From an optimization exercise on the open Yosys and OpenROAD flow, aimed at small area; shortcuts taken in it are not production practice. Function was checked by simulation only, so behaviour that the tests miss may differ from the original.

## ym2149
module ym2149
(
	input      [7:0] I_DA,
	output reg [7:0] O_DA,
	output           O_DA_OE_L,
	input            I_A9_L,
	input            I_A8,
	input            I_BDIR,
	input            I_BC2,
	input            I_BC1,
	input            I_SEL_L,
	output reg [9:0] O_AUDIO,
	input      [7:0] I_IOA,
	output     [7:0] O_IOA,
	output           O_IOA_OE_L,
	input      [7:0] I_IOB,
	output     [7:0] O_IOB,
	output           O_IOB_OE_L,
	input            ENA,      
	input            RESET_L,
	input            CLK
);
Size in the first run: ~3500 cells after synthesis, about 25000 um2 of cells after synthesis.
export LEC_CHECK = 0
export CAP_MARGIN = 30
export CELL_PAD_IN_SITES_DETAIL_PLACEMENT = 1
export CELL_PAD_IN_SITES_GLOBAL_PLACEMENT = 2
export CORE_MARGIN = 2
export CORE_UTILIZATION = 20
export CTS_BUF_LIST = sky130_fd_sc_hd__clkbuf_4 sky130_fd_sc_hd__clkbuf_8
export GPL_TIMING_DRIVEN = 0
export PLACE_DENSITY = 0.25
export SLEW_MARGIN = 20
export SYNTH_MEMORY_MAX_BITS = 65536
create_clock -name core_clock -period 20.0 [get_ports {CLK}]
standard.sh (not shown) runs the stock make flow with config.mk's settings and CLKGATE_MAP_FILE= SYNTH_SCRIPT=/design/flow/synth_recipe.tcl, a recipe that flattens the netlist after the stock synthesis.
==> flow/flow/run.sh <==
#!/bin/bash
# Own layout flow: the standard layout (standard.sh) with one change. Its synthesis
# (synth_recipe.tcl, ORFS's synth.tcl) maps the logic with the area-oriented ABC script
# flow/abc.script instead of ORFS's speed script, and keeps ABC from using the two cells
# with the smallest output load limits (a2111oi_0, o311ai_0), which the routed layout's
# wires can overload. Everything else, the registers included, is the standard synthesis
# and layout.
set -euo pipefail
W=$(pwd)
X="-dont_use sky130_fd_sc_hd__a2111oi_0 -dont_use sky130_fd_sc_hd__o311ai_0"
sed "s#log_cmd abc {\*}\$abc_args#log_cmd abc {*}[lreplace \$abc_args 1 1 $W/flow/abc.script] $X#" \
  "$FLOW_HOME/scripts/synth.tcl" > "$W/own_synth_body.tcl"
grep -q "flow/abc.script" "$W/own_synth_body.tcl"
sed "s#source \$::env(SCRIPTS_DIR)/synth.tcl#source $W/own_synth_body.tcl#" synth_recipe.tcl > "$W/own_synth.tcl"
grep -q "own_synth_body.tcl" "$W/own_synth.tcl"
bash standard.sh SYNTH_SCRIPT="$W/own_synth.tcl" finish > "$W/flow_make.log" 2>&1
==> flow/flow/abc.script <==
strash
&get -n
&dch -f
&nf -a -R 1000
&put
Next try:
CAP_MARGIN = 25   (was 30)
Synthesized area stays the same.
Sequential cell count does not change.
Final cell count went down by 0.67%.
Cell area went down by 1.0%.

Another version of the RTL of ym2149 (not shown whole).
Size: ~4,500 cells after synthesis, roughly 70 I/O pins.
// ym2149
module ym2149
(
	input      [7:0] I_DA,
	output reg [7:0] O_DA,
	output           O_DA_OE_L,
	input            I_A9_L,
	input            I_A8,
	input            I_BDIR,
	input            I_BC2,
	input            I_BC1,
	input            I_SEL_L,
	output reg [9:0] O_AUDIO,
	input      [7:0] I_IOA,
	output     [7:0] O_IOA,
	output           O_IOA_OE_L,
	input      [7:0] I_IOB,
	output     [7:0] O_IOB,
	output           O_IOB_OE_L,
	input            ENA,      
	input            RESET_L,
	input            CLK
);
	reg  [3:0]  cnt_div;
	reg         noise_div;
	reg         ena_div;
	reg         ena_div_noise;
	reg  [16:0] poly17;
	reg  [7:0]  addr;
	reg         busctrl_addr;
	reg         busctrl_we;
	reg         busctrl_re;
	reg  [7:0]  regs [0:15];
	wire        env_reset;
	reg  [7:0]  ioa_inreg;
	reg  [7:0]  iob_inreg;
	reg  [4:0]  noise_gen_cnt;
	wire        noise_gen_op;
	reg  [11:0] tone_gen_cnt [1:3];
	reg  [3:1]  tone_gen_op;
	reg  [15:0] env_gen_cnt;
	reg         env_ena;
	reg         env_hold;
	reg         env_inc;
	reg  [4:0]  env_vol;
	reg  [11:0] vol_table_in;
	wire [9:0]  vol_table_out;
	integer i;
	reg cs;
	always @(*) begin
		busctrl_addr = 1'b0;
		busctrl_we = 1'b0;
		busctrl_re = 1'b0;
		cs = (I_A9_L == 1'b0) && (I_A8 == 1'b1) && (addr[7:4] == 4'b0000);
		case({I_BDIR, I_BC2, I_BC1})
  ...
Settings: LEC_CHECK=0, CAP_MARGIN=20, CORE_MARGIN=2, CORE_UTILIZATION=50, CTS_BUF_LIST=sky130_fd_sc_hd__clkbuf_4 sky130_fd_sc_hd__clkbuf_8, PLACE_DENSITY=0.6, SLEW_MARGIN=20, SYNTH_MEMORY_MAX_BITS=65536; clock period 20.0 ns.
run.sh (not shown) runs the stock make flow with config.mk's settings and CLKGATE_MAP_FILE= SYNTH_SCRIPT=/design/flow/synth_recipe.tcl, a recipe that flattens the netlist after the stock synthesis.
Stock flow here: none of the scripts above is used.
The baseline died in global routing (5_1_grt).
Edit:
==> flow/flow/run.sh (new file) <==
#!/bin/bash
# Own layout flow: the standard layout (standard.sh) with one change. Its synthesis
# (synth_recipe.tcl, ORFS's synth.tcl) maps the logic with the area-oriented ABC script
# flow/abc.script instead of ORFS's speed script. Everything else, the registers included,
# is the standard synthesis and layout.
set -euo pipefail
W=$(pwd)
sed "s#log_cmd abc {\*}\$abc_args#log_cmd abc {*}[lreplace \$abc_args 1 1 $W/flow/abc.script]#" \
  "$FLOW_HOME/scripts/synth.tcl" > "$W/own_synth_body.tcl"
grep -q "flow/abc.script" "$W/own_synth_body.tcl"
sed "s#source \$::env(SCRIPTS_DIR)/synth.tcl#source $W/own_synth_body.tcl#" synth_recipe.tcl > "$W/own_synth.tcl"
grep -q "own_synth_body.tcl" "$W/own_synth.tcl"
bash standard.sh SYNTH_SCRIPT="$W/own_synth.tcl" finish > "$W/flow_make.log" 2>&1
==> flow/flow/abc.script (new file) <==
strash
&get -n
&dch -f
&nf -a -R 1000
&put
==> flow/standard.sh (new file) <==
#!/bin/bash
# synth_recipe.tcl (not shown) runs the flow's synth.tcl, then flattens the netlist and writes it again
# the make line also repeats each setting of config.mk as NAME=value (left out here)
make -C /OpenROAD-flow-scripts/flow DESIGN_CONFIG=/design/flow/config.mk WORK_HOME=/design/flow/orfs CLKGATE_MAP_FILE= SYNTH_SCRIPT=/design/flow/synth_recipe.tcl "${@:-finish}"
removed: flow/run.sh
=> The changed run failed in global routing (5_1_grt) on GRT-0116; synthesized cell count fell by about a fifth; area after synthesis decreases by about a fifth.

-- static timing again, ports no longer ideal --
The results above use ideal ports. As a check the final layouts listed here were re-extracted and re-timed, cells and wires unchanged. Step 1 assumes that a clkbuf_16 drives the clock port and a buf_2 every other input. Step 2 times the ports against the registers' clock, not the clock port: input delays grow and output delays shrink by t, the midpoint of the rising clock arrivals with the driver on. Slacks: ideal / step 1 / step 2; pairs: ideal / step 1.
run | t (ns) | slack for setup (ns) | pins driven straight from the clock port
the first run of note 1 | 0.734 | 2.037 / 2.037 / 2.037 | 1
the second run of note 1 | 0.762 | 2.057 / 2.057 / 2.057 | 1
After both steps every run listed still meets setup and hold.
